Source: an optimization exercise on an open RTL-to-GDS flow (aim: small area, a short achievable clock period and few clock cycles). Production flows keep margins and buffers that such runs may drop.
Only simulation tests tie the RTL to the original design; equivalence was not proved.

lagoon:
Design sdiv_op, start of the top module:
module sdiv_op #(parameter INPUTS = 2,
		parameter OUTPUTS = 1,
		parameter DATA_IN_SIZE = 32,
		parameter DATA_OUT_SIZE = 32)
		(
		input clk,
		input rst,
		input [INPUTS * (DATA_IN_SIZE)- 1 : 0]data_in_bus,
		input [INPUTS - 1 : 0]valid_in_bus,
		output [INPUTS - 1 : 0] ready_in_bus,
		output [OUTPUTS * (DATA_OUT_SIZE) - 1 : 0]data_out_bus,
		output [OUTPUTS - 1 : 0]valid_out_bus,
		input [OUTPUTS - 1 : 0] ready_out_bus
);
	localparam S_ACC = 2'd0, S_PRE = 2'd1, S_SHF = 2'd2, S_DIV = 2'd3;
	reg [1:0]  state;
	reg        rdy;       
	reg [1:0]  rin;       
	reg [1:0]  got;       
	reg        ov;        
	reg [31:0] r;         
	reg [31:0] d;         
	reg [31:0] q;         
	reg [4:0]  cnt;       
	reg [4:0]  shr;       
	reg        zq;        
	reg        sa, sb;    
	reg        cin_f;     
	reg        sb_f;      
	wire [1:0] rdy2 = {2{rdy}} & ~got;    
	assign ready_in_bus = rin;
	wire [1:0] fire = valid_in_bus & rdy2;
	wire [1:0] got_n = got | fire;
	wire qfree = ~ov | ready_out_bus[0];
	wire sq = sa ^ sb;
	wire [31:0] ain = data_in_bus[31:0];
	wire [31:0] bin = data_in_bus[63:32];
	wire [31:0] aabs;
	sdiv_abs u_abs (.a(ain), .y(aabs));
	wire [31:0] diff;
	wire qb;
	sdiv_sub u_sub (.r(r), .d(d), .cin(cin_f), .diff(diff), .ge(qb));
	wire take = rdy & (&got_n);
	wire [31:0] dsh, d_nx;
	sdiv_dnext u_dn (.ld(rdy2[1]), .ldv(bin ^ {32{bin[31]}}), .shf(state == S_SHF), .dsh(dsh),
		.div(state == S_DIV), .d(d), .y(d_nx));
	sdiv_shl u_shl (.x(d), .fill(sb_f), .s(shr), .y(dsh));
	wire [4:0] mr, md, sh;
	wire sh_ge;
	sdiv_msb u_mr (.x(r), .m(mr));
	sdiv_msb u_md (.x(d), .m(md));
	sdiv_sub5 u_sh (.r(mr), .d(md), .cin(1'b1), .diff(sh), .ge(sh_ge));
	assign valid_out_bus = ov;
	assign data_out_bus = q;
	reg [1:0] state_n;
	reg       rdy_n, ov_n;
	reg [1:0] got_nx;
	always @* begin
		state_n = state;
		rdy_n = rdy;
		ov_n = ov & ~ready_out_bus[0];
		got_nx = got;
		if (rdy) got_nx = take ? 2'b00 : got_n;
		case (state)
			S_ACC: begin
				if (zq) ov_n = 1'b1;
				if (take) begin
					state_n = S_PRE;
					rdy_n = 1'b0;
				end
			end
			S_PRE: if (qfree) begin
				if (~qb) begin
					state_n = S_ACC;
					rdy_n = 1'b1;
				end else
					state_n = S_SHF;
			end
			S_SHF: begin
				state_n = S_DIV;
				rdy_n = (shr == 5'd0);
			end
			default: begin
  ...
clock: 5.0 ns
lec_check: 0
cap_margin: 20
core_margin: 2
core_utilization: 45
place_density: 0.6
setup_slack_margin: 2.4
slew_margin: 20
synth_hierarchical: 1
run.sh (not shown) runs the stock make flow with config.mk's settings and CLKGATE_MAP_FILE= SYNTH_SCRIPT=/design/flow/synth_recipe.tcl, a recipe that flattens the netlist after the stock synthesis.
lagoon finished every step from synthesis to the final layout, and the layout passed the timing, DRC and antenna checks.
Testbench counts of lagoon, summed over its fixed seeds: cycles 16,327.
Modified inputs, maple compared to lagoon
- setting ABC_AREA to 1 for the first time
==> flow/flow/run.sh (new file) <==
#!/bin/bash
# The standard layout, with small plain buffers on the ports instead of the
# delay cells buffer_ports picks by default. Every port still gets a buffer.
set -euo pipefail
export BUFFER_PORTS_ARGS="-buffer_cell sky130_fd_sc_hd__buf_2"
bash standard.sh > standard.log 2>&1
==> flow/standard.sh (new file) <==
#!/bin/bash
# synth_recipe.tcl (not shown) runs the flow's synth.tcl, then flattens the netlist and writes it again
# the make line also repeats each setting of config.mk as NAME=value (left out here)
make -C /OpenROAD-flow-scripts/flow DESIGN_CONFIG=/design/flow/config.mk WORK_HOME=/design/flow/orfs CLKGATE_MAP_FILE= SYNTH_SCRIPT=/design/flow/synth_recipe.tcl "${@:-finish}"
removed: flow/run.sh
Notes after the runs:
- maple: no failed stages, no open violations at the end
- Count of clock-net buffers in the final layout: lagoon vs maple identical
- In the flow results for lagoon and maple, the total wirelength of the detailed-routed design is larger on maple.
- lagoon and maple ended up with roughly the same total cell area at the placement stage.
For willow, these inputs were changed with respect to maple:
- ABC_AREA removed (was 1)
- TNS_END_PERCENT newly set to 10
==> run summary <==
- Relative to maple, cell area after placement has gone down in willow.
- Number of fill cells of willow falls short of that of maple by more than 10%.
- From maple to willow the numbers moved as follows: buffers plus inverters on the worst setup path now smaller; utilization +0.16 points; die area decreased by 5.0% relative to the old numbers.
- For willow, the cell with the biggest individual delay on the critical path was sky130_fd_sc_hd__or4_1, unlike maple, where it was sky130_fd_sc_hd__dfxtp_1.
- On data arrival time at the worst-slack endpoint: between willow and maple, it ends up lower for maple.
- willow: shortest clock period the worst path allows after layout 0.026 ns above maple
### willow -> onyx
- SETUP_SLACK_MARGIN now 2.7, was 2.4
- TNS_END_PERCENT no longer set, was 10
==> flow/run.sh (new file) <==
#!/bin/bash
# synth_recipe.tcl (not shown) runs the flow's synth.tcl, then flattens the netlist and writes it again
# the make line also repeats each setting of config.mk as NAME=value (left out here)
make -C /OpenROAD-flow-scripts/flow DESIGN_CONFIG=/design/flow/config.mk WORK_HOME=/design/flow/orfs CLKGATE_MAP_FILE= SYNTH_SCRIPT=/design/flow/synth_recipe.tcl finish
removed: flow/flow/run.sh
removed: flow/standard.sh
==> comparison <==
- [compare] base=willow new=onyx: total setup violations reported at the end of the flow neither gained nor lost much.
- Layout overhead on the synthesized area: onyx > willow
- Relative to willow, number of instances resized during post-cts repair has increased by 188 in onyx.
- Diff willow -> onyx: routed wire length has increased, non-clock buffer count has increased.
- willow vs onyx, class of the worst hold path: input pin to asynchronous set/reset pin vs register to register
Setup changes, onyx to fjord
- a change of SETUP_SLACK_MARGIN from 2.7 to 2.0
==> flow/flow/run.sh (new file) <==
#!/bin/bash
# The standard layout, with small plain buffers on the ports instead of the
# delay cells buffer_ports picks by default. Every port still gets a buffer.
set -euo pipefail
export BUFFER_PORTS_ARGS="-buffer_cell sky130_fd_sc_hd__buf_2"
bash standard.sh > standard.log 2>&1
==> flow/standard.sh (new file) <==
#!/bin/bash
# synth_recipe.tcl (not shown) runs the flow's synth.tcl, then flattens the netlist and writes it again
# the make line also repeats each setting of config.mk as NAME=value (left out here)
make -C /OpenROAD-flow-scripts/flow DESIGN_CONFIG=/design/flow/config.mk WORK_HOME=/design/flow/orfs CLKGATE_MAP_FILE= SYNTH_SCRIPT=/design/flow/synth_recipe.tcl "${@:-finish}"
removed: flow/run.sh
Findings:
Going from onyx to fjord, post-layout instance count excluding filler cells -99; met3 routing resource usage after global routing saw a decrease; via count moved down.
fjord vs onyx — final area dropped about 13%.
Delta (fjord minus onyx): share of the clock period used by the worst path went up by 6.5 points, fraction of the core area covered by cells at the end of the flow went down by 7.5 points.
Relative to fjord, the following input files were edited for cedar:
- swapping 2.0 for 2.4 in SETUP_SLACK_MARGIN
Findings:
In the flow results for fjord and cedar, the total wire length is larger on cedar.
Higher sequential fraction of total cell area was reported by fjord, not cedar.
| global-route usage | cedar vs fjord | 0.59 points higher |
Taking fjord as the reference point, the utilization of cedar rises by 1.3 points.

## static timing again, ports no longer ideal
The results above use ideal ports. As a check the final layouts listed here were re-extracted and re-timed, cells and wires unchanged. Step 1 sets driving cells, clkbuf_16 on the clock port and buf_2 on the other inputs (assumed; they add their load-dependent delay and slew). Step 2, shift: input delay + t, output delay - t, t = (earliest + latest rising clock arrival at the registers) / 2. This alone moves slack from input paths to output paths. a / b / c = ideal ports / drivers / drivers and shift; a / b = the first two.
run | t (ns) | setup WS [ns] | worst setup path at the end | worst register clock-pin slew, ns | cell pins on the clock port's net
lagoon | 0.472 | 2.468 / 2.478 / 2.025 | input to register | 0.07 / 0.07 | 1
maple | 0.496 | 2.459 / 2.459 / 2.330 | input to register | 0.07 / 0.07 | 1
willow | 0.477 | 2.433 / 2.433 / 2.343 | input to register | 0.07 / 0.07 | 1
onyx | 0.481 | 2.533 / 2.533 / 2.162 | input to register | 0.07 / 0.07 | 1
fjord | 0.480 | 2.208 / 2.208 / 2.208 | register to register | 0.07 / 0.07 | 1
cedar | 0.472 | 2.497 / 2.497 / 2.309 | input to register | 0.07 / 0.07 | 1
After both steps setup and hold are still met in every run listed. For lagoon, which loses most, drivers alone change the setup slack by +0.010 ns; drivers and shift together by -0.443 ns.
